Context: an optimization exercise on an open-source flow, tuned for small area and a short achievable clock period. The choices shown serve that exercise and are no tape-out recipe. Where RTL was checked, it was by simulation tests only, not by an equivalence proof against the original. For runs 4 to 6, only the layout was checked, not whether the RTL still works.

`design/flow/config.mk`:
```
export PLATFORM = sky130hd
export DESIGN_NAME = ham
export DESIGN_NICKNAME = ham
export VERILOG_FILES = /design/flow/design.v
export SDC_FILE = /design/flow/constraint.sdc
export NUM_CORES = 4
export LEC_CHECK = 0
export CAP_MARGIN = 20
export CORE_MARGIN = 2
export CORE_UTILIZATION = 40
export SLEW_MARGIN = 20
```
`design/flow/standard.sh`:
```
#!/bin/bash
# synth_recipe.tcl (not shown) runs the flow's synth.tcl, then flattens the netlist and writes it again
# the make line also repeats each setting of config.mk as NAME=value (left out here)
make -C /OpenROAD-flow-scripts/flow DESIGN_CONFIG=/design/flow/config.mk WORK_HOME=/design/flow/orfs CLKGATE_MAP_FILE= SYNTH_SCRIPT=/design/flow/synth_recipe.tcl "${@:-finish}"
```
`design/flow/flow/run.sh`:
```
#!/bin/bash
set -euo pipefail
export BUFFER_PORTS_ARGS="-buffer_cell sky130_fd_sc_hd__buf_1"
bash standard.sh SETUP_SLACK_MARGIN=6 finish > standard.log 2>&1
```
`design/flow/design.v`:
```
module hd_calcu_4m(input [15:0] a,
                   output [4:0] hd
                  );
  wire [4:0] s1, c1;
  wire [1:0] s2, c2;
  wire t, u, t2, u2, t3, u3, u4, h, v, y, y2;
  ham_fa f0 (a[0],  a[1],  a[2],  c1[0], s1[0]);
  ham_fa f1 (a[3],  a[4],  a[5],  c1[1], s1[1]);
  ham_fa f2 (a[6],  a[7],  a[8],  c1[2], s1[2]);
  ham_fa f3 (a[9],  a[10], a[11], c1[3], s1[3]);
  ham_fa f4 (a[12], a[13], a[14], c1[4], s1[4]);
  ham_fa f5 (s1[0], s1[1], s1[2], c2[0], s2[0]);
  ham_fa f6 (s1[3], s1[4], a[15], c2[1], s2[1]);
  ham_ha h0 (s2[0], s2[1], h, hd[0]);
  ham_fa f7 (c1[0], c1[1], c1[2], u,  t);
  ham_fa f8 (t,     c1[3], c1[4], u2, t2);
  ham_fa f9 (t2,    c2[0], c2[1], u3, t3);
  ham_ha h1 (t3,    h,            u4, hd[1]);
  ham_fa f10 (u, u2, u3, y, v);
  ham_ha h2 (v, u4, y2, hd[2]);
  ham_ha h3 (y, y2, hd[4], hd[3]);
endmodule
module ham_fa(input a, input b, input c, output co, output s);
  assign s  = a ^ b ^ c;
  assign co = (a & b) | (a & c) | (b & c);
endmodule
module ham_ha(input a, input b, output co, output s);
  assign s  = a ^ b;
  assign co = a & b;
endmodule
module ham(data_in, data_out, clk, resetn);
input [31:0] data_in;
input clk, resetn;
output reg [33:0] data_out;
wire p1 = data_out[1];
wire p0 = data_out[0];
wire [15:0] va, vb, vn, vz;
genvar k;
generate
  for (k = 0; k < 16; k = k + 1) begin : pr
    wire d1 = data_in[2*k+1];
    wire d0 = data_in[2*k];
    wire q1 = data_out[2*k+3];
    wire q0 = data_out[2*k+2];
    wire x  = d1 ^ d0;
    assign va[k] = d1 ^ q1;
    assign vb[k] = d0 ^ q0;
    assign vn[k] = x ? va[k] : ~vb[k];
    assign vz[k] = x ? ~vb[k] : va[k];
  end
endgenerate
wire [4:0] A, B, N, Z;
hd_calcu_4m ca(va, A);
hd_calcu_4m cb(vb, B);
hd_calcu_4m cn(vn, N);
hd_calcu_4m cz(vz, Z);
function geq;
  input [4:0] u, v;
  input c;
  reg cy;
  integer j;
  begin
    cy = ~c;
    for (j = 0; j < 5; j = j + 1)
      cy = (u[j] & ~v[j]) | (u[j] & cy) | (~v[j] & cy);
    geq = cy;
  end
endfunction
wire ie = A[4] | (A[3] & (~p1 | A[2] | A[1] | A[0]));
wire io = B[4] | (B[3] & (~(p1 & p0) | B[2] | B[1] | B[0])) |
          (~p1 & ~p0 & B[2] & B[1] & B[0]);
wire se = N[4] | (N[3] & (p0 | ~p1 | N[2] | N[1] | N[0])) |
          (p0 & ~p1 & N[2] & N[1] & N[0]);
wire so = ~Z[4] & (~Z[3] | (~p1 & ~Z[2] & ~Z[1] & ~Z[0]));
wire is = geq(A, N, p0);
wire eo = geq(B, A, p0);
wire sel_i = ie & io & is;
wire sel_s = ~is & se & so;
wire sel_e = ~ie & ~se & eo;
wire c1 = ~sel_i & ~sel_s;
wire c0 = ~sel_i & ~sel_e;
wire inv1 = ~(c1 & ~c0);    
wire inv0 = ~(c1 & c0);     
reg [33:0] nxt;
integer i;
always @(*) begin
  nxt[1:0] = {c1, c0};
  for (i = 0; i < 16; i = i + 1) begin
    nxt[2*i+3] = sel_s ? data_in[2*i]   : data_in[2*i+1] ^ inv1;
    nxt[2*i+2] = sel_s ? data_in[2*i+1] : data_in[2*i]   ^ inv0;
  end
end
always @(posedge clk, negedge resetn)
begin
  if (!resetn)
    data_out <= 34'd0;
  else
    data_out <= nxt;
end
endmodule
```
`design/flow/constraint.sdc`:
```
create_clock -name core_clock -period 12.5 [get_ports {clk}]
set_input_delay 2.5000 -clock core_clock [delete_from_list [all_inputs] [get_ports {clk}]]
set_output_delay 2.5000 -clock core_clock [all_outputs]
set_load 0.01 [all_outputs]
```
==> summary.txt, run 1 <==
The cell count after synthesis came out at between 500 and 600. At the placement stage, the worst setup path has a slack of roughly 4.2 ns. The library cells used most frequently in the layout, excluding fill and tap cells, are sky130_fd_sc_hd__a21oi_1 (46), sky130_fd_sc_hd__inv_1 (45), sky130_fd_sc_hd__buf_1 (42), sky130_fd_sc_hd__dfrtp_1 (34), sky130_fd_sc_hd__fa_1 (29). The post-route antenna net violation count came out at 0. The area of the core came out at between 10,000 and 15,000 um2. Clock latency on the worst-skew pair, taken at its later pin, is 0.29 ns. The HPWL after detailed placement is ~8700 um.

The register bit total from synthesis is 34. The number of I/O port buffers came out at 67. The post-synthesis net count came out at 643. The path class of the tightest hold or removal check is register to register.

For this block, the via count after detailed routing is roughly 4,000. The worst register-to-register path ends at data_out[22]$_DFF_PN0_. The terminating pin of the worst hold path is data_out[8]$_DFF_PN0_.

For this run, the detailed router's first-pass iteration total came to 15. The simple-gate area share of the yosys netlist is a little over a tenth. STA classifies the critical path startpoint as a primary input. The slack of the worst reg-to-reg path came out at about 7.3 ns. The first global-routing pass estimated 21,000 um of wire. The largest net degree at the start of global routing is 35. The number of standard-cell rows in the floorplan came out at 39.

The fraction of registers with async set/reset came out at 100%. For the final routed database, the setup TNS stands at 0 ns. Across every metal layer, demand over resource in global routing totals a little over a fifth. TritonCTS built the clock tree.

The post-synthesis xor/xnor area fraction is under 10%. The boundary pin count came out at 68. The multiplexer fraction of the synthesized cell area is under 10%. The TritonCTS buffer count came out at 5. The fraction of layout instances using a drive strength above 1 came out at 33.7%. At the end of routability-driven placement, the weighted congestion stood at ~0.81.

The die is between 100 and 150 um wide. Setup repair after global routing could not meet its margin everywhere. The final setup violation count is 0. The final critical-path share of the clock period is a little over half. The remaining global-route overflow came out at 0. At the pin with the least slew margin, the transition time is 0.964 ns. The area added between synthesis and finish is 29.9%.

The depth of the worst hold-timing path came out at 5. The count of clock tree sinks came out at 34. For this run, the number of Yosys warnings is 1.

The via count of the first global-routing pass came to between 3,000 and 4,000. Sequential elements use between 15 and 20% of the synthesized area. The area enclosed by the die boundary came out at around 13,000 um2. The total number of H-tree levels is 2. Along the worst path, the maximum fanout reaches 7. The clock arrives with approximately 0.004 ns of skew.

The nature of the critical path endpoint is a register. The post-detailed-route wirelength per cell came out at approximately 19 um.

The relative max-transition margin came out at roughly 36%. The final critical delay including setup and external delays is between 6 and 7 ns. The netlist uses about 50 different library cells. The post-synthesis area per instance is between 8 and 9 um2. The initial core utilization is roughly 40%. Summing the areas of all compound-gate instances in the mapped netlist gives a little under a fifth of the synthesized area. The library cell used most frequently in the layout, excluding fill and tap cells, is sky130_fd_sc_hd__a21oi_1. After detailed routing, the total wire length is approximately 14,000 um.

The class of the most critical setup path is primary input to register. The worst hold path begins at data_out[1]$_DFF_PN0_. The run finished with no timing, DRC or antenna violations.

The hold-fix buffer count after cts is 0. The critical path data required time is ~13 ns. The post-CTS clock slew at the launch and capture registers of the worst setup and hold paths is roughly 0.06 ns. The number of antenna violations at the first check in global routing is 0. The arrival time reported for the critical path endpoint is 7.02 ns.

The dominant combinational cell family by area after synthesis is adder cells. The worst hold slack came out at approximately 1.3 ns. The most used flip-flop cell after synthesis is sky130_fd_sc_hd__dfrtp_1. The number of hold violations in the final report came out at 0. For the worst flop-to-flop path, the logic depth is 21.

Across all setup checks in the final design, the least slack found is roughly 5.7 ns. The deepest clock path buffer count is 2. The vias per cell came out at about 5.5. The summed instance area of the synthesized netlist is approximately 4700 um2. Counting flops with a built-in enable in the synthesized netlist gives 0.

The flip-flop count of the largest register after layout is 34. The count of pins over their slew limit came out at 0. After detailed routing, the number of remaining DRC violations is 0. Across the run, the number of max-cap violations was 0. The critical register-to-register path startpoint is data_out[11]$_DFF_PN0_. The root buffer cell chosen for the clock tree is sky130_fd_sc_hd__clkbuf_16. The number of nets in the final layout came out at 673. The largest registers in the layout are data_out: 34 flops.

Derived from the worst setup path, the maximum achievable clock frequency is between 0.1 and 0.15 GHz. data_out holds more flip-flops than any other register. The synthesized netlist devotes between 20 and 25% of its cell area to adder and majority cells. The violation count after the first detailed-route iteration is between 150 and 200. The die height came out at 113 um. The number of antenna repair diodes is 0.
-- area by class of cell --
type                       count  area (um2)
fill                        1005        5360
multi-input combinational    383        3880
timing repair buffer         104         902
sequential                    34         851
inverter                      52         195
tap                          143         179
clock buffer                   6         139
clock inverter                 2        12.5
-- routing by layer --
metal  GRT usage, %  up-vias  routed length (um)
met1           28.4     1970                5870
met2           36.1      138                6790
met3           3.11       22                 770
li1               -     1875                   -
met4           6.34        0                 330
met5              0        -                   0
-- per-stage QoR --
stage | utilization, % | instance area [um2] | instances
after CTS | 51.3 | 5900 | 716
final | 53.5 | 6160 | 724
after global routing | 53.5 | 6160 | 724
after global placement | 42.9 | 4940 | 680
after floorplan | - | 5160 | 550
after detailed placement | 42.9 | 4940 | 680
-- kinds of logic (layout without fill, tap and decap cells) --
| kind of cell | count (synthesis) | after routing |
|---|---|---|
| buf+inv | 135 | 164 |
| compound gates | 134 | 134 |
| simple gates | 102 | 104 |
| fa+ha+maj | 61 | 61 |
| xor+xnor | 52 | 52 |
| flops | 34 | 34 |
| mux | 32 | 32 |
-- cell usage after synthesis, types with 2 or more instances --
cell type	number	area share (%)
sky130_fd_sc_hd__nor3_1	28	3.0
sky130_fd_sc_hd__buf_6	2	0.47
sky130_fd_sc_hd__dfrtp_1	34	18
sky130_fd_sc_hd__nand2_1	9	0.71
sky130_fd_sc_hd__o21ai_0	13	1.4
sky130_fd_sc_hd__fa_1	41	17
sky130_fd_sc_hd__maj3_1	2	0.42
sky130_fd_sc_hd__nor2_1	30	2.4
sky130_fd_sc_hd__buf_2	3	0.32
sky130_fd_sc_hd__nand2b_1	9	1.2
sky130_fd_sc_hd__a21oi_1	55	5.8
sky130_fd_sc_hd__mux2_2	16	3.8
sky130_fd_sc_hd__inv_1	51	4.0
sky130_fd_sc_hd__nor2b_1	16	2.1
sky130_fd_sc_hd__buf_4	35	5.5
sky130_fd_sc_hd__clkbuf_1	42	3.3
sky130_fd_sc_hd__xor2_1	24	4.4
sky130_fd_sc_hd__mux2i_1	16	3.4
sky130_fd_sc_hd__xnor2_1	28	5.2
sky130_fd_sc_hd__ha_1	18	4.7
sky130_fd_sc_hd__a31oi_1	4	0.53
sky130_fd_sc_hd__a211oi_1	28	4.4
sky130_fd_sc_hd__o211ai_1	5	0.79
sky130_fd_sc_hd__o21a_1	16	2.5
-- how the worst max path moves through the flow --
stage / start / end / cells past startpoint / slack (ns)
6_report: data_in[9] / data_out[22]$_DFF_PN0_ / 23 / 5.66
5_1_grt: data_in[6] / data_out[12]$_DFF_PN0_ / 21 / 5.53
4_1_cts: data_in[1] / data_out[17]$_DFF_PN0_ / 21 / 5.70
3_5_place_dp: data_in[10] / data_out[26]$_DFF_PN0_ / 19 / 4.23
3_3_place_gp: data_in[10] / data_out[16]$_DFF_PN0_ / 18 / 4.34
2_1_floorplan: data_in[7] / data_out[27]$_DFF_PN0_ / 18 / 5.50
-- worst max-delay path: stages --
cell	delay [ns]
sky130_fd_sc_hd__buf_12	0.10
sky130_fd_sc_hd__nor2b_4	0.04
sky130_fd_sc_hd__nor3_2	0.16
sky130_fd_sc_hd__a21oi_2	0.06
sky130_fd_sc_hd__fa_2	0.42
sky130_fd_sc_hd__fa_1	0.53
sky130_fd_sc_hd__inv_2	0.04
sky130_fd_sc_hd__fa_1	0.45
sky130_fd_sc_hd__fa_2	0.35
sky130_fd_sc_hd__inv_2	0.06
sky130_fd_sc_hd__fa_1	0.44
sky130_fd_sc_hd__ha_4	0.18
sky130_fd_sc_hd__ha_4	0.31
sky130_fd_sc_hd__a41oi_2	0.05
sky130_fd_sc_hd__o211ai_1	0.17
sky130_fd_sc_hd__buf_4	0.18
sky130_fd_sc_hd__a211oi_4	0.04
sky130_fd_sc_hd__buf_6	0.14
sky130_fd_sc_hd__buf_6	0.12
sky130_fd_sc_hd__buf_16	0.13
sky130_fd_sc_hd__buf_6	0.11
sky130_fd_sc_hd__o21a_1	0.17
sky130_fd_sc_hd__a211oi_2	0.25
-- timing repair --
item	4_1_cts	5_1_grt
gates cloned	3	2
resized for setup	141	42
setup buffers	25	6
setup endpoints to repair	34	34
pin swaps	29	16
==> run 2: changes to the inputs <==
==> design/flow/flow/run.sh (replaced) <==
#!/bin/bash
set -euo pipefail
export BUFFER_PORTS_ARGS="-buffer_cell sky130_fd_sc_hd__buf_1"
bash standard.sh SETUP_SLACK_MARGIN=7 finish > standard.log 2>&1
==> run 2 against run 1 <==
  * Via count shrank 0.70%
  * Worst hold slack is essentially flat
  * Critical path depth is the same
  * Highest routed layer unchanged
==> summary.txt, run 2 <==
The number of remaining DRC errors is 0 (unchanged). The cell type with the highest aggregate area in the netlist is sky130_fd_sc_hd__dfrtp_1 (unchanged). The nature of the critical path endpoint is a register (unchanged). The number of nets in the final layout came out at 673 (unchanged).

The TritonCTS buffer count came to 5 (unchanged). The transition at the pin with the smallest max-transition slack came out at 0.980 ns (was 0.964 ns). Highest-count cells in the layout ignoring fill and taps: sky130_fd_sc_hd__a21oi_1 (46), sky130_fd_sc_hd__inv_1 (45), sky130_fd_sc_hd__buf_1 (42), sky130_fd_sc_hd__dfrtp_1 (34), sky130_fd_sc_hd__fa_1 (29) (unchanged). The count of clock tree sinks is 34 (unchanged). The global-route wire length before repair was 21,000 um (unchanged). The number of antenna repair diodes came out at 0 (unchanged).

The hold-fix buffer count after cts is 0 (unchanged). The class of the most critical setup path is primary input to register (unchanged). The fraction of registers with async set/reset is 100% (unchanged).

Leading registers by flop count: data_out: 34 flops (unchanged). The worst reg2reg path depth is 21 (unchanged). The setup clock skew after layout is 0.00336 ns (was 0.00389 ns).

The register with the most flip-flops is data_out (unchanged). The placed instance area is 4940 um2 (unchanged). The sum of routed wire length over all layers is 13,800 um (about the same). The clock tree from TritonCTS was done (unchanged). The setup slack at placement came out at 4.23 ns (unchanged).

The proportion of synthesized chip area in sequential cells came out at 17.9% (unchanged). The number of max-cap violations came out at 0 (unchanged). The remaining global-route overflow is 0 (unchanged). The total track usage is 21.3% (unchanged). Setup repair after global routing missed its margin: yes (unchanged). The terminating pin of the worst hold path is data_out[8]$_DFF_PN0_ (unchanged). The sum of negative setup slack is 0 ns (unchanged). The post-detailed-route wirelength per cell is 19.0 um (about the same). The launch instance of the worst min-delay path is data_out[1]$_DFF_PN0_ (unchanged). The area enclosed by the die boundary is 12,700 um2 (unchanged). The post-synthesis cell type count is 49 (unchanged).

The via count of the first global-routing pass is 3,964 (was 3,962). The endpoint of the lowest-slack register-to-register path is data_out[22]$_DFF_PN0_ (unchanged). The post-route standard cell area excluding fillers was 6160 um2 (unchanged). The post-synthesis net count is 643 (unchanged).

The critical path data required time is 12.68 ns (about the same). The final cell count without fillers came to 724 (unchanged).

The relative max-transition margin came out at 34.7% (was 35.7%). Synth top area cells: sky130_fd_sc_hd__dfrtp_1 (18%), sky130_fd_sc_hd__fa_1 (17%), sky130_fd_sc_hd__a21oi_1 (5.8%) (unchanged). The maximum clock frequency was 0.146 GHz (about the same).

The count of warnings emitted by yosys came out at 1 (unchanged). The most frequent cell after synthesis is sky130_fd_sc_hd__a21oi_1 (unchanged). The width of the die is 113 um (unchanged).

The most used flip-flop cell after synthesis is sky130_fd_sc_hd__dfrtp_1 (unchanged). The post-CTS clock slew at the launch and capture registers of the worst setup and hold paths came out at 0.06 ns (about the same). The summed instance area of the synthesized netlist came out at 4740 um2 (unchanged).

The number of instances in the placed design is 680 (unchanged). The flip-flop count of the largest register after layout is 34 (unchanged). The largest net degree at the start of global routing is 35 (unchanged). The critical register-to-register path startpoint is data_out[11]$_DFF_PN0_ (unchanged). The number of hold violations in the final report is 0 (unchanged). The slack of the worst reg-to-reg path is 7.26 ns (about the same). The root buffer selected by CTS is sky130_fd_sc_hd__clkbuf_16 (unchanged).

The type of element launching the critical path was a primary input (unchanged). The commonest non-fill, non-tap cell in the layout is sky130_fd_sc_hd__a21oi_1 (unchanged). The number of standard-cell rows in the floorplan came out at 39 (unchanged). The final setup violation count came out at 0 (unchanged). The post-synthesis area per instance is 8.62 um2 (unchanged). The classification of the worst-slack hold path is register to register (unchanged).

The number of vias in the routed layout came out at 3,977 (was 4,005). The post-route antenna net violation count is 0 (unchanged). The clock latency at the later pin of the worst-skew pair came out at 0.29 ns (about the same).

The deepest clock path buffer count is 2 (unchanged). The final critical delay including setup and external delays is 6.83 ns (was 6.84 ns). The register bit total from synthesis is 34 (unchanged). The depth of the worst hold-timing path is 5 (unchanged). The area added between synthesis and finish was 29.9% (unchanged). The post-synthesis cell count came out at 550 (unchanged). The number of I/O port buffers came out at 67 (unchanged). The total number of H-tree levels is 2 (unchanged). The boundary pin count came out at 68 (unchanged). The worst-case setup margin in the final layout came out at 5.67 ns (was 5.66 ns). Most used standard cells in the synthesized netlist: sky130_fd_sc_hd__a21oi_1 (55), sky130_fd_sc_hd__inv_1 (51), sky130_fd_sc_hd__clkbuf_1 (42), sky130_fd_sc_hd__fa_1 (41), sky130_fd_sc_hd__buf_4 (35) (unchanged). The number of antenna violations at the first check in global routing is 0 (unchanged).

The initial core utilization came out at 41.2% (unchanged). The final critical-path share of the clock period is 54.7% (about the same). The total iterations of the first detailed-routing run came out at 17 (was 15). Status: finished clean (unchanged). The arrival time reported for the critical path endpoint came out at 7.02 ns (about the same). The violation count after the first detailed-route iteration came out at 176 (was 159). The die height is 113 um (unchanged). The share of Yosys cell area claimed by the top area cell type is 17.9% (unchanged). The placer's final routability congestion estimate was 0.810 (unchanged). The HPWL after detailed placement came out at 8720 um (unchanged). The count of pins over their slew limit came out at 0 (unchanged). The fraction of layout instances using a drive strength above 1 is 33.7% (unchanged). The number of enable-type register cells in the synthesized netlist is 0 (unchanged). The area of the core was 11,500 um2 (unchanged). The maximum fanout encountered on the critical timing path is 7 (unchanged). The vias per cell came out at 5.49 (was 5.53).
## run 2: layout make-up
class	count	area [um2]
fill	1005	5360
timing repair buffer	104	902
inverter	52	195
sequential	34	851
tap	143	179
clock buffer	6	139
multi-input combinational	383	3880
clock inverter	2	12.5
## run 2: worst max path at each step
stage,from,endpoint,slack (ns),cells past startpoint
global route,data_in[6],data_out[12]$_DFF_PN0_,5.53,21
CTS,data_in[1],data_out[17]$_DFF_PN0_,5.70,21
global placement,data_in[10],data_out[16]$_DFF_PN0_,4.34,18
floorplan,data_in[7],data_out[27]$_DFF_PN0_,5.50,18
finish,data_in[9],data_out[22]$_DFF_PN0_,5.67,23
detailed placement,data_in[10],data_out[26]$_DFF_PN0_,4.23,19
## run 2: timing repair
item                       4_1_cts  5_1_grt
pin swaps                       29       16
setup endpoints to repair       34       34
resized for setup              141       42
gates cloned                     3        2
setup buffers                   25        6
## run 2: cell families after synthesis
kind of cell    count (synthesis)  synth area share (%)
fa+ha+maj                      61                  22.5
compound gates                134                  18.0
xor+xnor                       52                  9.60
simple gates                  102                  10.9
buf+inv                       135                  13.8
flops                          34                  17.9
mux                            32                  7.17
## run 2: layer usage
layer  GRT usage (%)  vias up  share of wire, %  routed length, um
li1                -     1877                 -                  -
met1            28.4     1967                43               5960
met2            36.1      111                50               6840
met3            3.11       22               4.6                637
met4            6.34        0               2.5                348
met5               0        -                 0                  0
## run 2: worst max-delay path, stage by stage
cell                       delay, ns
sky130_fd_sc_hd__buf_12         0.10
sky130_fd_sc_hd__nor2b_4        0.04
sky130_fd_sc_hd__nor3_2         0.16
sky130_fd_sc_hd__a21oi_2        0.06
sky130_fd_sc_hd__fa_2           0.42
sky130_fd_sc_hd__fa_1           0.53
sky130_fd_sc_hd__inv_2          0.04
sky130_fd_sc_hd__fa_1           0.45
sky130_fd_sc_hd__fa_2           0.35
sky130_fd_sc_hd__inv_2          0.06
sky130_fd_sc_hd__fa_1           0.44
sky130_fd_sc_hd__ha_4           0.18
sky130_fd_sc_hd__ha_4           0.31
sky130_fd_sc_hd__a41oi_2        0.05
sky130_fd_sc_hd__o211ai_1       0.17
sky130_fd_sc_hd__buf_4          0.17
sky130_fd_sc_hd__a211oi_4       0.04
sky130_fd_sc_hd__buf_6          0.14
sky130_fd_sc_hd__buf_6          0.12
sky130_fd_sc_hd__buf_16         0.13
sky130_fd_sc_hd__buf_6          0.11
sky130_fd_sc_hd__o21a_1         0.17
sky130_fd_sc_hd__a211oi_2       0.25
## run 2: metrics by stage
stage	hold slack [ns]	util (%)
after floorplan	0.972	-
after global placement	1.24	42.9
after detailed placement	1.24	42.9
after CTS	1.19	51.3
after global routing	1.31	53.5
final	1.27	53.5
==> run 3: changes to the inputs <==
==> design/flow/flow/run.sh (replaced) <==
#!/bin/bash
set -euo pipefail
export BUFFER_PORTS_ARGS="-buffer_cell sky130_fd_sc_hd__buf_1"
bash standard.sh > standard.log 2>&1
--- a/design/flow/config.mk
+++ b/design/flow/config.mk
@@ -9,3 +9,4 @@
 export CORE_MARGIN = 2
 export CORE_UTILIZATION = 40
+export SETUP_SLACK_MARGIN = 5
 export SLEW_MARGIN = 20
==> run 3 against run 2 <==
  * Highest routed layer unchanged
  * Sequential share of layout area rose by 2.4 points
  * Die area unchanged
  * Worst hold slack got worse by 0.051 ns
  * Largest cell class unchanged
==> summary.txt, run 3 <==
The count of clock tree sinks came out at 34 (unchanged). The type of element launching the critical path is a primary input (unchanged). The share of the core filled with cells is 45.4% (was 53.5%). The number of remaining DRC errors came to 0 (unchanged). The post-synthesis area per instance is 8.62 um2 (unchanged).

Highest-count cells in the layout ignoring fill and taps: sky130_fd_sc_hd__buf_1 (56), sky130_fd_sc_hd__a21oi_1 (55), sky130_fd_sc_hd__inv_1 (51), sky130_fd_sc_hd__fa_1 (40), sky130_fd_sc_hd__dfrtp_1 (34) (was sky130_fd_sc_hd__a21oi_1 (46), sky130_fd_sc_hd__inv_1 (45), sky130_fd_sc_hd__buf_1 (42), sky130_fd_sc_hd__dfrtp_1 (34), sky130_fd_sc_hd__fa_1 (29)). The count of pins over their slew limit was 0 (unchanged). The number of nets in the final layout came out at 659 (was 673).

The number of hold violations in the final report is 0 (unchanged). The commonest non-fill, non-tap cell in the layout is sky130_fd_sc_hd__buf_1 (was sky130_fd_sc_hd__a21oi_1). The flip-flop count of the largest register after layout is 34 (unchanged). The hold-fix buffer count after cts was 0 (unchanged). Leading registers by flop count: data_out: 34 flops (unchanged). The initial core utilization was 41.2% (unchanged). The via count of the first global-routing pass is 3,735 (was 3,964). The maximum clock frequency came out at 0.136 GHz (was 0.146 GHz). The most frequent cell after synthesis is sky130_fd_sc_hd__a21oi_1 (unchanged). The class of the most critical setup path is primary input to register (unchanged). The post-CTS clock slew at the launch and capture registers of the worst setup and hold paths came to 0.06 ns (about the same). The post-detailed-route wirelength per cell was 17.1 um (was 19.0 um). The number of antenna violations at the first check in global routing came out at 0 (unchanged). The slack of the worst reg-to-reg path is 7.03 ns (was 7.26 ns). The nature of the critical path endpoint is a register (unchanged). The clock latency at the later pin of the worst-skew pair came out at 0.29 ns (about the same). The clock tree from TritonCTS is done (unchanged).

Critical-path cell list: buf_1 -> nor2b_1 -> nor3_1 -> a21oi_1 -> fa_1 -> fa_1 -> inv_1 -> fa_1 -> fa_1 -> inv_1 -> fa_1 -> ha_1 -> o41ai_2 -> o211ai_1 -> a211oi_4 -> buf_12 -> buf_12 -> xnor2_1 -> mux2_2 (was buf_12 -> nor2b_4 -> nor3_2 -> a21oi_2 -> fa_2 -> fa_1 -> inv_2 -> fa_1 -> fa_2 -> inv_2 -> fa_1 -> ha_4 -> ha_4 -> a41oi_2 -> o211ai_1 -> buf_4 -> a211oi_4 -> buf_6 -> buf_6 -> buf_16 -> buf_6 -> o21a_1 -> a211oi_2). The setup clock skew after layout is 0.00641 ns (was 0.00336 ns). The global-route wire length before repair came out at 18,900 um (was 21,000 um).

The number of vias in the routed layout was 3,857 (was 3,977). The post-synthesis cell count is 550 (unchanged). The arrival time reported for the critical path endpoint came out at 7.51 ns (was 7.02 ns). The deepest clock path buffer count is 2 (unchanged). Status: finished clean (unchanged). The post-route standard cell area excluding fillers came out at 5230 um2 (was 6160 um2). The area added between synthesis and finish is 10.3% (was 29.9%).

The number of enable-type register cells in the synthesized netlist is 0 (unchanged). The number of standard-cell rows in the floorplan came out at 39 (unchanged). The classification of the worst-slack hold path is register to register (unchanged).

The critical path data required time came out at 12.67 ns (was 12.68 ns). The post-route antenna net violation count came out at 0 (unchanged).

Most used standard cells in the synthesized netlist: sky130_fd_sc_hd__a21oi_1 (55), sky130_fd_sc_hd__inv_1 (51), sky130_fd_sc_hd__clkbuf_1 (42), sky130_fd_sc_hd__fa_1 (41), sky130_fd_sc_hd__buf_4 (35) (unchanged). The share of Yosys cell area claimed by the top area cell type is 17.9% (unchanged).

Setup repair after global routing missed its margin: yes (unchanged). The fraction of layout instances using a drive strength above 1 came out at 13.2% (was 33.7%). The summed instance area of the synthesized netlist is 4740 um2 (unchanged). The cell type with the highest aggregate area in the netlist is sky130_fd_sc_hd__dfrtp_1 (unchanged). The relative max-transition margin is 37.1% (was 34.7%). The area of the core is 11,500 um2 (unchanged). The placed instance area was 4720 um2 (was 4940 um2). The transition at the pin with the smallest max-transition slack is 0.943 ns (was 0.980 ns). The largest net degree at the start of global routing came out at 35 (unchanged). The fill cell instance count of the final layout is 1,132 (was 1,005).

The maximum fanout encountered on the critical timing path is 10 (was 7). The post-synthesis net count came out at 643 (unchanged). The proportion of synthesized chip area in sequential cells is 17.9% (unchanged).

The fraction of registers with async set/reset came out at 100% (unchanged). The register with the most flip-flops is data_out (unchanged). The total iterations of the first detailed-routing run came out at 15 (was 17).

The sum of routed wire length over all layers came out at 12,100 um (was 13,800 um). The total track usage came out at 18.5% (was 21.3%). The highest-delay cell along the critical path is sky130_fd_sc_hd__fa_1 (unchanged). The post-synthesis cell type count came out at 49 (unchanged). The width of the die was 113 um (unchanged).

The remaining global-route overflow was 0 (unchanged). The boundary pin count came to 68 (unchanged). The number of I/O port buffers is 67 (unchanged).

Synth top area cells: sky130_fd_sc_hd__dfrtp_1 (18%), sky130_fd_sc_hd__fa_1 (17%), sky130_fd_sc_hd__a21oi_1 (5.8%) (unchanged). The area enclosed by the die boundary is 12,700 um2 (unchanged). The TritonCTS buffer count is 5 (unchanged).

The worst hold slack is 1.22 ns (was 1.27 ns). The most used flip-flop cell after synthesis was sky130_fd_sc_hd__dfrtp_1 (unchanged). The HPWL after detailed placement was 8470 um (was 8720 um). The count of warnings emitted by yosys was 1 (unchanged). The placer's final routability congestion estimate is 0.828 (was 0.810). The number of antenna repair diodes is 0 (unchanged). The die height came to 113 um (unchanged).

The vias per cell is 5.43 (was 5.49). The final setup violation count came out at 0 (unchanged). The final critical delay including setup and external delays is 7.34 ns (was 6.83 ns). The depth of the worst hold-timing path is 4 (was 5). The worst reg2reg path depth came out at 18 (was 21). The sum of negative setup slack came to 0 ns (unchanged). The total number of H-tree levels is 2 (unchanged). The stage delay of the slowest cell on the critical path came to 0.53 ns (about the same). The violation count after the first detailed-route iteration is 184 (was 176). The most repeated library cell on the critical path is sky130_fd_sc_hd__fa_1. The root buffer selected by CTS is sky130_fd_sc_hd__clkbuf_16 (unchanged).

The final critical-path share of the clock period came out at 58.7% (was 54.7%). The register bit total from synthesis came out at 34 (unchanged). The number of max-cap violations is 0 (unchanged).
run 3: metrics by stage:
stage | worst slack [ns] | instances
finish | 5.16 | 710
CTS | 5.02 | 696
detailed placement | 3.88 | 678
floorplan | 5.07 | 550
global route | 4.98 | 710
global placement | 4.06 | 678
run 3: worst max-delay path: cells and delay by family:
kind,cells,cell delay [ns]
muxes,1,0.27
and+or+nand+nor,2,0.21
AOI/OAI and AO/OA,4,0.99
adders and majority gates,6,2.74
buffers and inverters,5,0.72
xor gates and xnor gates,1,0.06
run 3: cell families (layout without fill, tap and decap cells):
kind of cell	after synthesis	after routing	synth area share [%]
adder cells (fa/ha/maj)	61	61	22.5
buffers and inverters	135	151	13.8
AND/OR/NAND/NOR	102	103	10.9
flip-flops	34	34	17.9
multiplexers	32	32	7.17
AO/OA/AOI/OAI	134	134	18.0
XOR/XNOR	52	52	9.60
run 3: final timing paths:
check / from / to
max reg2reg: data_out[9]$_DFF_PN0_ / data_out[13]$_DFF_PN0_
min reg2reg: data_out[1]$_DFF_PN0_ / data_out[28]$_DFF_PN0_
min in group asynchronous: resetn / data_out[15]$_DFF_PN0_
max: data_in[9] / data_out[13]$_DFF_PN0_
max in group asynchronous: resetn / data_out[30]$_DFF_PN0_
min: data_out[1]$_DFF_PN0_ / data_out[28]$_DFF_PN0_
run 3: final cells by class:
type                       count  area, um2  share of cell area (%)
multi-input combinational    382       3340                    63.8
sequential                    34        851                    16.3
clock buffer                   6        129                    2.46
inverter                      52        195                    3.73
timing repair buffer          91        528                    10.1
tap                          143        179                    3.42
clock inverter                 2       13.8                   0.263
run 3: metal layers:
metal  wire (um)  vias to the layer above  global-route usage [%]
met5           0                        -                       0
met4         286                        0                    5.61
met3         560                       29                    2.84
met2        5760                      114                    30.4
met1        5540                     1871                    25.4
li1            -                     1843                       -
run 3: timing repair:
item,in CTS,in global routing
setup buffers,10,12
endpoints found under the setup margin,34,34
gates resized for setup,17,18
pin swaps,3,4
cloned,0,2
==> run 4: changes to the inputs <==
--- a/design/flow/design.v
+++ b/design/flow/design.v
@@ -2,22 +2,25 @@
                    output [4:0] hd
                   );
-  wire [4:0] s1, c1;
-  wire [1:0] s2, c2;
-  wire t, u, t2, u2, t3, u3, u4, h, v, y, y2;
-  ham_fa f0 (a[0],  a[1],  a[2],  c1[0], s1[0]);
-  ham_fa f1 (a[3],  a[4],  a[5],  c1[1], s1[1]);
-  ham_fa f2 (a[6],  a[7],  a[8],  c1[2], s1[2]);
-  ham_fa f3 (a[9],  a[10], a[11], c1[3], s1[3]);
-  ham_fa f4 (a[12], a[13], a[14], c1[4], s1[4]);
-  ham_fa f5 (s1[0], s1[1], s1[2], c2[0], s2[0]);
-  ham_fa f6 (s1[3], s1[4], a[15], c2[1], s2[1]);
-  ham_ha h0 (s2[0], s2[1], h, hd[0]);
-  ham_fa f7 (c1[0], c1[1], c1[2], u,  t);
-  ham_fa f8 (t,     c1[3], c1[4], u2, t2);
-  ham_fa f9 (t2,    c2[0], c2[1], u3, t3);
-  ham_ha h1 (t3,    h,            u4, hd[1]);
-  ham_fa f10 (u, u2, u3, y, v);
-  ham_ha h2 (v, u4, y2, hd[2]);
-  ham_ha h3 (y, y2, hd[4], hd[3]);
+  wire c0, s0, c1, s1, c2, s2, c3, s3, c4, s4, c5, s5, c6, s6, c7, s7, c8, s8, c9, s9, c10, s10, c11, s11, c12, s12, c13, s13, c14, s14;
+  ham_fa f0 (a[0], a[10], a[11], c0, s0);
+  ham_fa f1 (a[12], a[13], a[14], c1, s1);
+  ham_fa f2 (a[15], a[1], a[2], c2, s2);
+  ham_fa f3 (a[3], a[4], a[5], c3, s3);
+  ham_fa f4 (a[6], a[7], a[8], c4, s4);
+  ham_fa f5 (a[9], s0, s1, c5, s5);
+  ham_fa f6 (s2, s3, s4, c6, s6);
+  ham_ha h7 (s5, s6, c7, s7);
+  ham_fa f8 (c0, c1, c2, c8, s8);
+  ham_fa f9 (c3, c4, c5, c9, s9);
+  ham_fa f10 (c6, s8, c7, c10, s10);
+  ham_ha h11 (s9, s10, c11, s11);
+  ham_fa f12 (c8, c9, c10, c12, s12);
+  ham_ha h13 (c11, s12, c13, s13);
+  ham_ha h14 (c12, c13, c14, s14);
+  assign hd[0] = s7;
+  assign hd[1] = s11;
+  assign hd[2] = s13;
+  assign hd[3] = s14;
+  assign hd[4] = c14;
 endmodule
 module ham_fa(input a, input b, input c, output co, output s);
--- a/design/flow/config.mk
+++ b/design/flow/config.mk
@@ -9,4 +9,4 @@
 export CORE_MARGIN = 2
 export CORE_UTILIZATION = 40
-export SETUP_SLACK_MARGIN = 5
+export SETUP_SLACK_MARGIN = 4
 export SLEW_MARGIN = 20
==> run 4 against run 3 <==
  * Global-route usage down 1.2 points
  * Highest routed layer unchanged
  * Sequential cell count is the same
==> summary.txt, run 4 <==
The final cell count without fillers came out at 677 (was 710). The summed instance area of the synthesized netlist came out at 4590 um2 (was 4740 um2). The total iterations of the first detailed-routing run is 4 (was 15). The count of pins over their slew limit came out at 0 (unchanged). The count of clock tree sinks came out at 34 (unchanged). The number of remaining DRC errors is 0 (unchanged). Critical-path cell list: buf_1 -> nor2_1 -> a211oi_1 -> a21oi_1 -> fa_1 -> fa_1 -> ha_1 -> inv_1 -> fa_1 -> inv_1 -> fa_1 -> ha_1 -> or4_4 -> a221oi_2 -> and2_2 -> nand2_1 -> xnor2_1 -> a21oi_1 (was buf_1 -> nor2b_1 -> nor3_1 -> a21oi_1 -> fa_1 -> fa_1 -> inv_1 -> fa_1 -> fa_1 -> inv_1 -> fa_1 -> ha_1 -> o41ai_2 -> o211ai_1 -> a211oi_4 -> buf_12 -> buf_12 -> xnor2_1 -> mux2_2).

The final critical-path share of the clock period is 63.2% (was 58.7%). The number of buffers added for setup after CTS came out at 0 (was 10). The via count of the first global-routing pass is 3,384 (was 3,735). Highest-count cells in the layout ignoring fill and taps: sky130_fd_sc_hd__buf_1 (66), sky130_fd_sc_hd__a21oi_1 (55), sky130_fd_sc_hd__inv_1 (54), sky130_fd_sc_hd__nor2_1 (49), sky130_fd_sc_hd__xnor2_1 (40) (was sky130_fd_sc_hd__buf_1 (56), sky130_fd_sc_hd__a21oi_1 (55), sky130_fd_sc_hd__inv_1 (51), sky130_fd_sc_hd__fa_1 (40), sky130_fd_sc_hd__dfrtp_1 (34)).

The register with the most flip-flops is data_out (unchanged). The most used flip-flop cell after synthesis is sky130_fd_sc_hd__dfrtp_1 (unchanged). The HPWL after detailed placement came out at 8160 um (was 8470 um). The sum of negative setup slack is 0 ns (unchanged). The initial core utilization came out at 40.6% (was 41.2%). The post-synthesis cell count came to 540 (was 550).

Leading registers by flop count: data_out: 34 flops (unchanged). The share of Yosys cell area claimed by the top area cell type came out at 18.5% (was 17.9%). The critical path data required time was 12.62 ns (was 12.67 ns). The number of enable-type register cells in the synthesized netlist came out at 0 (unchanged). The stage delay of the slowest cell on the critical path came out at 0.65 ns (was 0.53 ns). The classification of the worst-slack hold path is register to register (unchanged).

The deepest clock path buffer count came to 2 (unchanged). The vias per cell came out at 5.31 (was 5.43). The worst-case setup margin in the final layout is 4.60 ns (was 5.16 ns). The total number of H-tree levels came out at 2 (unchanged).

The boundary pin count is 68 (unchanged). The class of the most critical setup path was primary input to register (unchanged).

The violation count after the first detailed-route iteration is 174 (was 184). The number of gates given a new drive strength after cts is 0 (was 17). The post-detailed-route wirelength per cell came to 15.8 um (was 17.1 um).

The number of I/O port buffers came out at 67 (unchanged). Synth top area cells: sky130_fd_sc_hd__dfrtp_1 (19%), sky130_fd_sc_hd__fa_1 (17%), sky130_fd_sc_hd__xnor2_1 (7.6%) (was sky130_fd_sc_hd__dfrtp_1 (18%), sky130_fd_sc_hd__fa_1 (17%), sky130_fd_sc_hd__a21oi_1 (5.8%)). The maximum clock frequency is 0.127 GHz (was 0.136 GHz). The number of hold violations in the final report is 0 (unchanged). The arrival time reported for the critical path endpoint came out at 8.02 ns (was 7.51 ns). The placer's final routability congestion estimate is 0.887 (was 0.828). The number of max-cap violations is 0 (unchanged).

The area added between synthesis and finish is 2.91% (was 10.3%). Setup repair after global routing missed its margin: no (was yes). The final critical delay including setup and external delays is 7.90 ns (was 7.34 ns).

The width of the die is 111 um (was 113 um). The commonest non-fill, non-tap cell in the layout is sky130_fd_sc_hd__buf_1 (unchanged). The most repeated library cell on the critical path is sky130_fd_sc_hd__fa_1 (unchanged). The number of antenna violations at the first check in global routing is 0 (unchanged).

The worst hold slack came to 1.01 ns (was 1.22 ns). The number of standard-cell rows in the floorplan is 39 (unchanged). The clock latency at the later pin of the worst-skew pair is 0.28 ns (was 0.29 ns). The area of the core is 11,300 um2 (was 11,500 um2). The number of vias in the routed layout came out at 3,593 (was 3,857).

Status: finished clean (unchanged). The sum of routed wire length over all layers came out at 10,700 um (was 12,100 um). The number of nets in the final layout was 624 (was 659). The buffers plus inverters on the worst setup path came out at 3 (was 5).

The maximum fanout encountered on the critical timing path is 16 (was 10). The proportion of synthesized chip area in sequential cells came out at 18.5% (was 17.9%). The post-synthesis cell type count is 48 (was 49).

The relative max-transition margin came out at 25.2% (was 37.1%). The highest-delay cell along the critical path is sky130_fd_sc_hd__nand2_1 (was sky130_fd_sc_hd__fa_1). The remaining global-route overflow came out at 0 (unchanged).

The final setup violation count came out at 0 (unchanged). The post-synthesis net count is 631 (was 643). The type of element launching the critical path is a primary input (unchanged). The fraction of layout instances using a drive strength above 1 came to 3.56% (was 13.2%). The area enclosed by the die boundary was 12,400 um2 (was 12,700 um2). The fraction of registers with async set/reset is 100% (unchanged).

The most frequent cell after synthesis is sky130_fd_sc_hd__a21oi_1 (unchanged). The total track usage is 17.3% (was 18.5%). The number of instances in the placed design is 669 (was 678). The nature of the critical path endpoint is a register (unchanged). The post-route antenna net violation count is 0 (unchanged). The flip-flop count of the largest register after layout came out at 34 (unchanged). The largest net degree at the start of global routing is 49 (was 35). The count of warnings emitted by yosys is 1 (unchanged). The fill cell instance count of the final layout is 1,144 (was 1,132). The cell type with the highest aggregate area in the netlist is sky130_fd_sc_hd__dfrtp_1 (unchanged).

The post-synthesis area per instance is 8.51 um2 (was 8.62 um2). The global-route wire length before repair was 17,300 um (was 18,900 um). The post-CTS clock slew at the launch and capture registers of the worst setup and hold paths came out at 0.06 ns (about the same). The register bit total from synthesis came out at 34 (unchanged). The family with the most delay on the worst path is adder cells (unchanged). The hold-fix buffer count after cts was 0 (unchanged). The root buffer selected by CTS was sky130_fd_sc_hd__clkbuf_16 (unchanged). The transition at the pin with the smallest max-transition slack came out at 1.12 ns (was 0.943 ns). The setup slack at placement is 4.31 ns (was 3.88 ns). The number of antenna repair diodes is 0 (unchanged).

The share of the core filled with cells came to 41.8% (was 45.4%). The TritonCTS buffer count came out at 5 (unchanged). The die height came out at 111 um (was 113 um). Most used standard cells in the synthesized netlist: sky130_fd_sc_hd__a21oi_1 (55), sky130_fd_sc_hd__inv_1 (54), sky130_fd_sc_hd__nor2_1 (49), sky130_fd_sc_hd__clkbuf_1 (42), sky130_fd_sc_hd__xnor2_1 (40) (was sky130_fd_sc_hd__a21oi_1 (55), sky130_fd_sc_hd__inv_1 (51), sky130_fd_sc_hd__clkbuf_1 (42), sky130_fd_sc_hd__fa_1 (41), sky130_fd_sc_hd__buf_4 (35)).

The setup clock skew after layout was 0.00756 ns (was 0.00641 ns). The clock tree from TritonCTS is done (unchanged).
-- run 4: cell count changes after synthesis, moves of 14 or more --
cell and change:
sky130_fd_sc_hd__nor3_1 -19, sky130_fd_sc_hd__mux2_2 -16, sky130_fd_sc_hd__a211oi_1 -14, sky130_fd_sc_hd__nor2_1 +19
sky130_fd_sc_hd__o21a_1 -16, sky130_fd_sc_hd__o221a_1 +16
-- run 4: metrics by stage --
stage          area, um2
2_1_floorplan       4590
3_3_place_gp        4580
3_5_place_dp        4580
4_1_cts             4730
5_1_grt             4730
6_report            4730
-- run 4: final timing paths --
path                                        from  cells past startpoint                endpoint  slack, ns
setup / recovery                      data_in[6]                     18  data_out[17]$_DFF_PN0_       4.60
hold / removal             data_out[1]$_DFF_PN0_                      4   data_out[1]$_DFF_PN0_       1.01
setup reg to reg           data_out[3]$_DFF_PN0_                     19  data_out[17]$_DFF_PN0_       6.60
hold reg to reg            data_out[1]$_DFF_PN0_                      4   data_out[1]$_DFF_PN0_       1.01
max in group asynchronous                 resetn                      1  data_out[31]$_DFF_PN0_       9.57
min in group asynchronous                 resetn                      1  data_out[13]$_DFF_PN0_       2.34
-- run 4: layer usage --
| layer | share of wire [%] | GRT usage (%) | vias to the layer above |
|---|---|---|---|
| li1 | - | - | 1752 |
| met1 | 48 | 24.0 | 1740 |
| met2 | 47 | 28.8 | 85 |
| met3 | 3.8 | 2.79 | 16 |
| met4 | 1.1 | 3.62 | 0 |
| met5 | 0 | 0 | - |
-- run 4: tightest hold or removal path, cell delays in order (launching register included) --
cell and delay [ns]:
sky130_fd_sc_hd__dfrtp_1 0.45, sky130_fd_sc_hd__or4_1 0.15, sky130_fd_sc_hd__a211oi_1 0.09, sky130_fd_sc_hd__and3_4 0.18, sky130_fd_sc_hd__nor2_1 0.10
-- run 4: cells by family after synthesis --
group,count (synthesis),synth area share (%)
XOR/XNOR,56,10.7
multiplexers,16,3.49
AO/OA/AOI/OAI,133,19.2
flip-flops,34,18.5
adder cells (fa/ha/maj),60,22.5
buffers and inverters,136,14.4
AND/OR/NAND/NOR,105,11.2
-- run 4: layout make-up --
type                       count  area, um2  area share, %
multi-input combinational    370       3090           65.3
sequential                    34        851           18.0
timing repair buffer          68        260           5.50
inverter                      54        203           4.29
tap                          143        179           3.78
clock buffer                   7        143           3.02
clock inverter                 1       5.00          0.106
==> run 5: changes to the inputs <==
--- a/design/flow/config.mk
+++ b/design/flow/config.mk
@@ -9,4 +9,4 @@
 export CORE_MARGIN = 2
 export CORE_UTILIZATION = 40
-export SETUP_SLACK_MARGIN = 4
+export SETUP_SLACK_MARGIN = 5
 export SLEW_MARGIN = 20
==> run 5 against run 4 <==
  * Still clean on timing, DRC and antenna
  * Via count increased by 0.75%
  * Sequential share of layout area down 0.37 points
  * Die area unchanged
  * Final cell count up 0.30%
  * Setup slack improved by 0.57 ns
  * Largest cell class unchanged
==> summary.txt, run 5 <==
The stage delay of the slowest cell on the critical path came to 0.57 ns (was 0.65 ns). The flip-flop count of the largest register after layout came out at 34 (unchanged). The remaining global-route overflow is 0 (unchanged). The wire length on met3 is 462 um (was 406 um).

The placer's final routability congestion estimate was 0.842 (was 0.887). The maximum clock frequency is 0.137 GHz (was 0.127 GHz). The count of pins over their slew limit is 0 (unchanged). Highest-count cells in the layout ignoring fill and taps: sky130_fd_sc_hd__inv_1 (54), sky130_fd_sc_hd__a21oi_1 (53), sky130_fd_sc_hd__nor2_1 (49), sky130_fd_sc_hd__buf_1 (46), sky130_fd_sc_hd__xnor2_1 (40) (was sky130_fd_sc_hd__buf_1 (66), sky130_fd_sc_hd__a21oi_1 (55), sky130_fd_sc_hd__inv_1 (54), sky130_fd_sc_hd__nor2_1 (49), sky130_fd_sc_hd__xnor2_1 (40)). The area enclosed by the die boundary is 12,400 um2 (unchanged). The post-route antenna net violation count is 0 (unchanged).

The post-synthesis cell type count is 48 (unchanged). The total iterations of the first detailed-routing run came out at 5 (was 4). The area of the core came to 11,300 um2 (unchanged).

The post-synthesis area per instance came out at 8.51 um2 (unchanged). The most frequent cell after synthesis is sky130_fd_sc_hd__a21oi_1 (unchanged). The HPWL after detailed placement came out at 8140 um (was 8160 um). The final critical delay including setup and external delays was 7.32 ns (was 7.90 ns). The deepest clock path buffer count came out at 2 (unchanged).

The count of clock tree sinks came out at 34 (unchanged). The total number of H-tree levels came out at 2 (unchanged). The boundary pin count is 68 (unchanged).

The summed instance area of the synthesized netlist is 4590 um2 (unchanged). The final setup violation count was 0 (unchanged). The transition at the pin with the smallest max-transition slack is 0.895 ns (was 1.12 ns). The share of the core filled with cells is 42.6% (was 41.8%).

The most repeated library cell on the critical path is sky130_fd_sc_hd__fa_1 (unchanged). The proportion of synthesized chip area in sequential cells came out at 18.5% (unchanged). The critical path data required time is 12.67 ns (was 12.62 ns).

The final critical-path share of the clock period came to 58.6% (was 63.2%). The number of max-cap violations is 0 (unchanged).

The violation count after the first detailed-route iteration was 183 (was 174). The number of nets in the final layout came out at 626 (was 624). The highest routing layer actually used is met4 (unchanged). The count of warnings emitted by yosys is 1 (unchanged). The via count of the first global-routing pass came out at 3,455 (was 3,384). The number of antenna repair diodes is 0 (unchanged). The type of element launching the critical path is a primary input (unchanged). The width of the die was 111 um (unchanged). The arrival time reported for the critical path endpoint came out at 7.49 ns (was 8.02 ns). The fraction of layout instances using a drive strength above 1 came out at 8.77% (was 3.56%). The commonest non-fill, non-tap cell in the layout is sky130_fd_sc_hd__inv_1 (was sky130_fd_sc_hd__buf_1). The number of enable-type register cells in the synthesized netlist is 0 (unchanged). Critical-path cell list: buf_2 -> nor2_1 -> a211oi_1 -> a21oi_1 -> fa_1 -> fa_1 -> ha_1 -> inv_1 -> fa_1 -> inv_1 -> fa_1 -> ha_1 -> or4_4 -> a221oi_4 -> a211oi_2 -> and3_4 -> or3_4 -> o221a_1 (was buf_1 -> nor2_1 -> a211oi_1 -> a21oi_1 -> fa_1 -> fa_1 -> ha_1 -> inv_1 -> fa_1 -> inv_1 -> fa_1 -> ha_1 -> or4_4 -> a221oi_2 -> and2_2 -> nand2_1 -> xnor2_1 -> a21oi_1).

The number of standard-cell rows in the floorplan is 39 (unchanged). The number of I/O port buffers is 67 (unchanged). The post-detailed-route wirelength per cell is 16.0 um (was 15.8 um). The class of the most critical setup path is primary input to register (unchanged).

Leading registers by flop count: data_out: 34 flops (unchanged). The die height is 111 um (unchanged). The nature of the critical path endpoint is a register (unchanged).

The wire length on met1 came out at 5040 um (was 5100 um). The root buffer selected by CTS is sky130_fd_sc_hd__clkbuf_16 (unchanged). The sum of negative setup slack is 0 ns (unchanged). Synth top area cells: sky130_fd_sc_hd__dfrtp_1 (19%), sky130_fd_sc_hd__fa_1 (17%), sky130_fd_sc_hd__xnor2_1 (7.6%) (unchanged).

The share of Yosys cell area claimed by the top area cell type is 18.5% (unchanged). The relative max-transition margin was 40.4% (was 25.2%). The number of hold violations in the final report is 0 (unchanged). The sum of routed wire length over all layers is 10,900 um (was 10,700 um).

Most used standard cells in the synthesized netlist: sky130_fd_sc_hd__a21oi_1 (55), sky130_fd_sc_hd__inv_1 (54), sky130_fd_sc_hd__nor2_1 (49), sky130_fd_sc_hd__clkbuf_1 (42), sky130_fd_sc_hd__xnor2_1 (40) (unchanged). The highest-delay cell along the critical path is sky130_fd_sc_hd__fa_1 (was sky130_fd_sc_hd__nand2_1). The setup clock skew after layout came out at 0.00676 ns (was 0.00756 ns). The fill cell instance count of the final layout came out at 1,132 (was 1,144). The detailed-routed wire length on met2 came out at 5250 um (was 5040 um). The post-CTS clock slew at the launch and capture registers of the worst setup and hold paths came out at 0.06 ns (about the same). The placed instance area came out at 4580 um2 (about the same). The TritonCTS buffer count is 5 (unchanged).

The largest net degree at the start of global routing is 35 (was 49). The worst hold slack came out at 1.07 ns (was 1.01 ns). The most used flip-flop cell after synthesis is sky130_fd_sc_hd__dfrtp_1 (unchanged). The total track usage is 17.6% (was 17.3%). The register with the most flip-flops is data_out (unchanged). The cell type with the highest aggregate area in the netlist is sky130_fd_sc_hd__dfrtp_1 (unchanged). The area added between synthesis and finish was 5.07% (was 2.91%). The global-route wire length before repair is 17,500 um (was 17,300 um). Status: finished clean (unchanged). The post-synthesis net count came out at 631 (unchanged). The register bit total from synthesis came out at 34 (unchanged). The clock latency at the later pin of the worst-skew pair came out at 0.28 ns (about the same). The clock tree from TritonCTS is done (unchanged). The hold-fix buffer count after cts came out at 0 (unchanged). The number of antenna violations at the first check in global routing came out at 0 (unchanged). The number of vias in the routed layout is 3,620 (was 3,593).

The vias per cell came to 5.33 (was 5.31). The classification of the worst-slack hold path is register to register (unchanged). The maximum fanout encountered on the critical timing path was 10 (was 16). The number of remaining DRC errors was 0 (unchanged). The initial core utilization came out at 40.6% (unchanged). The post-route standard cell area excluding fillers is 4830 um2 (was 4730 um2). Setup repair after global routing missed its margin: no (unchanged). The fraction of registers with async set/reset is 100% (unchanged).

The post-synthesis cell count is 540 (unchanged).
[run 5: final cells by class]
class                           instances  area [um2]  area share [%]
Clock buffer                            7         143            2.95
Clock inverter                          1        5.00           0.104
Inverter                               54         203            4.20
Multi-Input combinational cell        372        3160            65.5
Sequential cell                        34         851            17.6
Tap cell                              143         179            3.71
Timing Repair Buffer                   68         285            5.91
[run 5: what timing repair did]
item | 4_1_cts | 5_1_grt
setup endpoints to repair | 32 | 32
cloned | 0 | 2
setup buffers | 0 | 0
gates resized for setup | 15 | 17
pin swaps | 0 | 1
[run 5: worst max-delay path, delay by kind of cell]
family | cells | cell delay, ns
AOI/OAI and AO/OA | 5 | 1.03
adders and majority gates | 6 | 2.40
buffers and inverters | 3 | 0.31
and+or+nand+nor | 4 | 1.25
[run 5: per-layer routing]
metal / vias up / track usage (%)
met4: 0 / 3.46
met2: 90 / 29.4
met3: 13 / 2.57
met1: 1765 / 24.3
li1: 1752 / -
met5: - / 0
[run 5: cell families (layout without fill, tap and decap cells)]
group,after synthesis,after routing,share of synthesized area (%)
mux,16,16,3.49
buf+inv,136,130,14.4
flops,34,34,18.5
fa+ha+maj,60,60,22.5
simple gates,105,106,11.2
compound gates,133,134,19.2
xor+xnor,56,56,10.7
[run 5: path summary, 6_finish.rpt]
path | start | endpoint | slack, ns | cells past startpoint
max in group asynchronous | resetn | data_out[22]$_DFF_PN0_ | 9.60 | 1
min reg2reg | data_out[1]$_DFF_PN0_ | data_out[1]$_DFF_PN0_ | 1.07 | 4
min | data_out[1]$_DFF_PN0_ | data_out[1]$_DFF_PN0_ | 1.07 | 4
min in group asynchronous | resetn | data_out[11]$_DFF_PN0_ | 2.33 | 1
max | data_in[2] | data_out[30]$_DFF_PN0_ | 5.18 | 18
max reg2reg | data_out[3]$_DFF_PN0_ | data_out[30]$_DFF_PN0_ | 7.05 | 19
[run 5: through the flow]
| stage | std cells | setup WS (ns) |
|---|---|---|
| after detailed placement | 669 | 4.36 |
| final | 679 | 5.18 |
| after global placement | 669 | 4.42 |
| after CTS | 677 | 5.00 |
| after global routing | 679 | 4.99 |
| after floorplan | 540 | 5.01 |
==> run 6: changes to the inputs <==
--- a/design/flow/config.mk
+++ b/design/flow/config.mk
@@ -11,2 +11,4 @@
 export SETUP_SLACK_MARGIN = 5
 export SLEW_MARGIN = 20
+export SYNTH_HIERARCHICAL = 1
+export SYNTH_MINIMUM_KEEP_SIZE = 0
==> run 6 against run 5 <==
  * First-iteration DRC count grew 3.3%
  * Design area fell by 3.7%
  * Clock skew shrank 0.0018 ns
  * Fmax grew 0.76%
  * Largest cell class unchanged
==> summary.txt, run 6 <==
The number of antenna repair diodes was 0 (unchanged). The total track usage was 17.2% (was 17.6%). The number of I/O port buffers is 67 (unchanged). The summed instance area of the synthesized netlist is 4630 um2 (was 4590 um2). The share of Yosys cell area claimed by the top area cell type came out at 19.0% (was 18.5%). The highest-delay cell along the critical path is sky130_fd_sc_hd__o31ai_2 (was sky130_fd_sc_hd__fa_1).

The TritonCTS buffer count came out at 5 (unchanged). The count of clock tree sinks came out at 34 (unchanged). Most used standard cells in the synthesized netlist: sky130_fd_sc_hd__buf_4 (59), sky130_fd_sc_hd__clkbuf_1 (51), sky130_fd_sc_hd__nor2_1 (51), sky130_fd_sc_hd__xor2_1 (48), sky130_fd_sc_hd__fa_1 (44) (was sky130_fd_sc_hd__a21oi_1 (55), sky130_fd_sc_hd__inv_1 (54), sky130_fd_sc_hd__nor2_1 (49), sky130_fd_sc_hd__clkbuf_1 (42), sky130_fd_sc_hd__xnor2_1 (40)). The register with the most flip-flops is data_out (unchanged). The boundary pin count is 68 (unchanged). The critical path data required time was 12.64 ns (was 12.67 ns). The most frequent cell after synthesis was sky130_fd_sc_hd__buf_4 (was sky130_fd_sc_hd__a21oi_1). The most repeated library cell on the critical path is sky130_fd_sc_hd__fa_1 (unchanged). The post-CTS clock slew at the launch and capture registers of the worst setup and hold paths is 0.06 ns (about the same). The number of standard-cell rows in the floorplan is 39 (unchanged).

The total number of H-tree levels is 2 (unchanged). The critical register-to-register path startpoint is data_out[5]$_DFF_PN0_ (was data_out[3]$_DFF_PN0_). The endpoint of the lowest-slack register-to-register path is data_out[22]$_DFF_PN0_ (was data_out[30]$_DFF_PN0_). The maximum fanout encountered on the critical timing path came to 19 (was 10). The vias per cell is 5.49 (was 5.33). The width of the die was 112 um (was 111 um). The worst reg2reg path depth was 16 (was 19). The area added between synthesis and finish came out at 0.297% (was 5.07%). The maximum clock frequency came to 0.138 GHz (was 0.137 GHz).

The number of vias in the routed layout came out at 3,511 (was 3,620). The post-route antenna net violation count came out at 0 (unchanged). The remaining global-route overflow is 0 (unchanged). The total iterations of the first detailed-routing run came out at 5 (unchanged).

The deepest clock path buffer count came to 2 (unchanged). The classification of the worst-slack hold path is register to register (unchanged). The launch instance of the worst min-delay path is data_out[1]$_DFF_PN0_ (unchanged).

The stage delay of the slowest cell on the critical path is 0.64 ns (was 0.57 ns). The post-synthesis net count is 622 (was 631). The post-synthesis cell count is 528 (was 540). The fraction of layout instances using a drive strength above 1 is 8.06% (was 8.77%). The flip-flop count of the largest register after layout came to 34 (unchanged). The clock latency at the later pin of the worst-skew pair came to 0.28 ns (about the same). The type of element launching the critical path is a primary input (unchanged). Leading registers by flop count: data_out: 34 flops (unchanged). The area of the core is 11,400 um2 (was 11,300 um2). Highest-count cells in the layout ignoring fill and taps: sky130_fd_sc_hd__buf_1 (61), sky130_fd_sc_hd__nor2_1 (51), sky130_fd_sc_hd__xor2_1 (48), sky130_fd_sc_hd__fa_1 (44), sky130_fd_sc_hd__nand2_1 (36) (was sky130_fd_sc_hd__inv_1 (54), sky130_fd_sc_hd__a21oi_1 (53), sky130_fd_sc_hd__nor2_1 (49), sky130_fd_sc_hd__buf_1 (46), sky130_fd_sc_hd__xnor2_1 (40)). The violation count after the first detailed-route iteration is 189 (was 183).

The proportion of synthesized chip area in sequential cells came out at 18.4% (was 18.5%). The largest net degree at the start of global routing is 35 (unchanged). The arrival time reported for the critical path endpoint came to 7.41 ns (was 7.49 ns). The placer's final routability congestion estimate is 0.912 (was 0.842). The clock tree from TritonCTS is done (unchanged).

The count of pins over their slew limit is 0 (unchanged). The final cell count without fillers came to 639 (was 679). The root buffer selected by CTS was sky130_fd_sc_hd__clkbuf_16 (unchanged). The HPWL after detailed placement came out at 8150 um (was 8140 um). Synth top area cells: sky130_fd_sc_hd__fa_1 (19%), sky130_fd_sc_hd__dfrtp_1 (18%), sky130_fd_sc_hd__buf_4 (9.6%) (was sky130_fd_sc_hd__dfrtp_1 (19%), sky130_fd_sc_hd__fa_1 (17%), sky130_fd_sc_hd__xnor2_1 (7.6%)). The worst hold slack was 1.09 ns (was 1.07 ns). The nature of the critical path endpoint is a register (unchanged). The cell type with the highest aggregate area in the netlist was sky130_fd_sc_hd__fa_1 (was sky130_fd_sc_hd__dfrtp_1). The number of nets in the final layout came out at 589 (was 626). The count of warnings emitted by yosys came out at 7 (was 1). The storage element area came out at 851 um2 (unchanged). The setup slack at placement came out at 4.16 ns (was 4.36 ns). The via count of the first global-routing pass is 3,254 (was 3,455). The class of the most critical setup path is primary input to register (unchanged). The fraction of registers with async set/reset came out at 100% (unchanged). The number of instances in the placed design is 625 (was 669).

Status: finished clean (unchanged). The sum of negative setup slack came out at 0 ns (unchanged). The area of the multi-input gates was 3120 um2 (was 3160 um2). The share of the core filled with cells came to 40.9% (was 42.6%). The post-synthesis area per instance came out at 8.77 um2 (was 8.51 um2). The worst-case setup margin in the final layout is 5.23 ns (was 5.18 ns).
==> run 6: cell count changes after synthesis, moves of 13 or more <==
cell                       delta
sky130_fd_sc_hd__inv_1       -47
sky130_fd_sc_hd__xor2_1      +32
sky130_fd_sc_hd__nor4_1      +16
sky130_fd_sc_hd__nor2b_1     -14
sky130_fd_sc_hd__buf_4       +25
sky130_fd_sc_hd__o211ai_1    +13
sky130_fd_sc_hd__nand2_1     +21
sky130_fd_sc_hd__xnor2_1     -40
sky130_fd_sc_hd__a31oi_1     +14
sky130_fd_sc_hd__o221a_1     -16
sky130_fd_sc_hd__a21oi_1     -36
sky130_fd_sc_hd__nand2b_1    +13
==> run 6: area by class of cell <==
class	instances	share of cell area (%)
tap	143	3.85
clock inverter	2	0.269
sequential	34	18.3
multi-input combinational	373	67.2
inverter	7	0.565
timing repair buffer	74	6.87
clock buffer	6	2.99
==> run 6: kinds of logic after synthesis <==
| family | after synthesis | synth area share, % |
|---|---|---|
| adders and majority gates | 61 | 23.5 |
| and+or+nand+nor | 132 | 13.5 |
| muxes | 16 | 3.46 |
| DFF | 34 | 18.4 |
| buffers and inverters | 123 | 15.6 |
| AOI/OAI and AO/OA | 114 | 16.4 |
| xor gates and xnor gates | 48 | 9.07 |
==> run 6: worst max-delay path, delay by kind of cell <==
family	cells	cell delay, ns
compound gates	4	1.44
simple gates	4	0.61
buf+inv	1	0.26
fa+ha+maj	7	2.58
==> run 6: how the worst min path moves through the flow <==
stage	cells past startpoint	to	slack (ns)
global route	5	data_out[1]$_DFF_PN0_	1.17
CTS	4	data_out[1]$_DFF_PN0_	1.04
detailed placement	4	data_out[1]$_DFF_PN0_	1.02
global placement	4	data_out[1]$_DFF_PN0_	1.02
finish	5	data_out[1]$_DFF_PN0_	1.09
floorplan	5	data_out[1]$_DFF_PN0_	0.94
==> run 6: through the flow <==
stage	instance area [um2]
2_1_floorplan	4630
6_report	4650
3_3_place_gp	4390
5_1_grt	4650
4_1_cts	4550
3_5_place_dp	4390
==> run 6: per-module statistics from Yosys (local to each module, per instance) <==
module / copies in the design / cell area, um2 / cells / flops+latches
ham_ha: 16 / 12.5 / 1 / 0
ham: 1 / 3400 / 448 / 34
ham_fa: 44 / 20.0 / 1 / 0
hd_calcu_4m: 4 / 37.5 / 5 / 0
==> run 6: timing repair <==
action,4_1_cts,5_1_grt
hold endpoints to repair,0,0
pin swaps,0,4
cloned,0,2
setup buffers,0,4
setup endpoints to repair,26,26
resized for setup,6,13
==> run 6: routing by layer <==
metal	part of all wire, %	global-route usage [%]	vias to the layer above
met5	0	0	-
met4	1.3	4.03	0
met3	4.3	2.23	11
met2	48	28.2	98
met1	47	24.4	1726
li1	-	-	1676

re-timing with driven ports:
The flow's constraints put no driver on any port. The routed layouts listed below were extracted and timed again, unchanged, in two steps.
Step 1 assumes that a clkbuf_16 drives the clock port and a buf_2 every other input.
Step 2 also shifts input and output timing later by t, the mid clock arrival at the registers, as if the neighbouring blocks saw the same clock.
a / b / c = ideal ports / drivers / drivers and shift; a / b = the first two.
run	t (ns)	slack for setup (ns)	hold slack, ns	worst slew at a driven data input, ns
run 1	0.321	5.659 / 5.633 / 5.312	1.272 / 1.272 / 1.272	0.07
run 2	0.321	5.665 / 5.636 / 5.315	1.272 / 1.272 / 1.272	0.07
run 3	0.321	5.161 / 5.175 / 4.855	1.221 / 1.221 / 1.221	0.03
run 4	0.316	4.604 / 4.615 / 4.299	1.009 / 1.009 / 1.009	0.03
run 5	0.312	5.179 / 5.191 / 4.878	1.070 / 1.070 / 1.070	0.03
run 6	0.312	5.234 / 5.247 / 4.935	1.089 / 1.089 / 1.089	0.06
After both steps setup and hold are still met in every run listed. The setup slack of run 2, which loses most, moves by -0.029 ns with the drivers and by -0.350 ns with both steps.
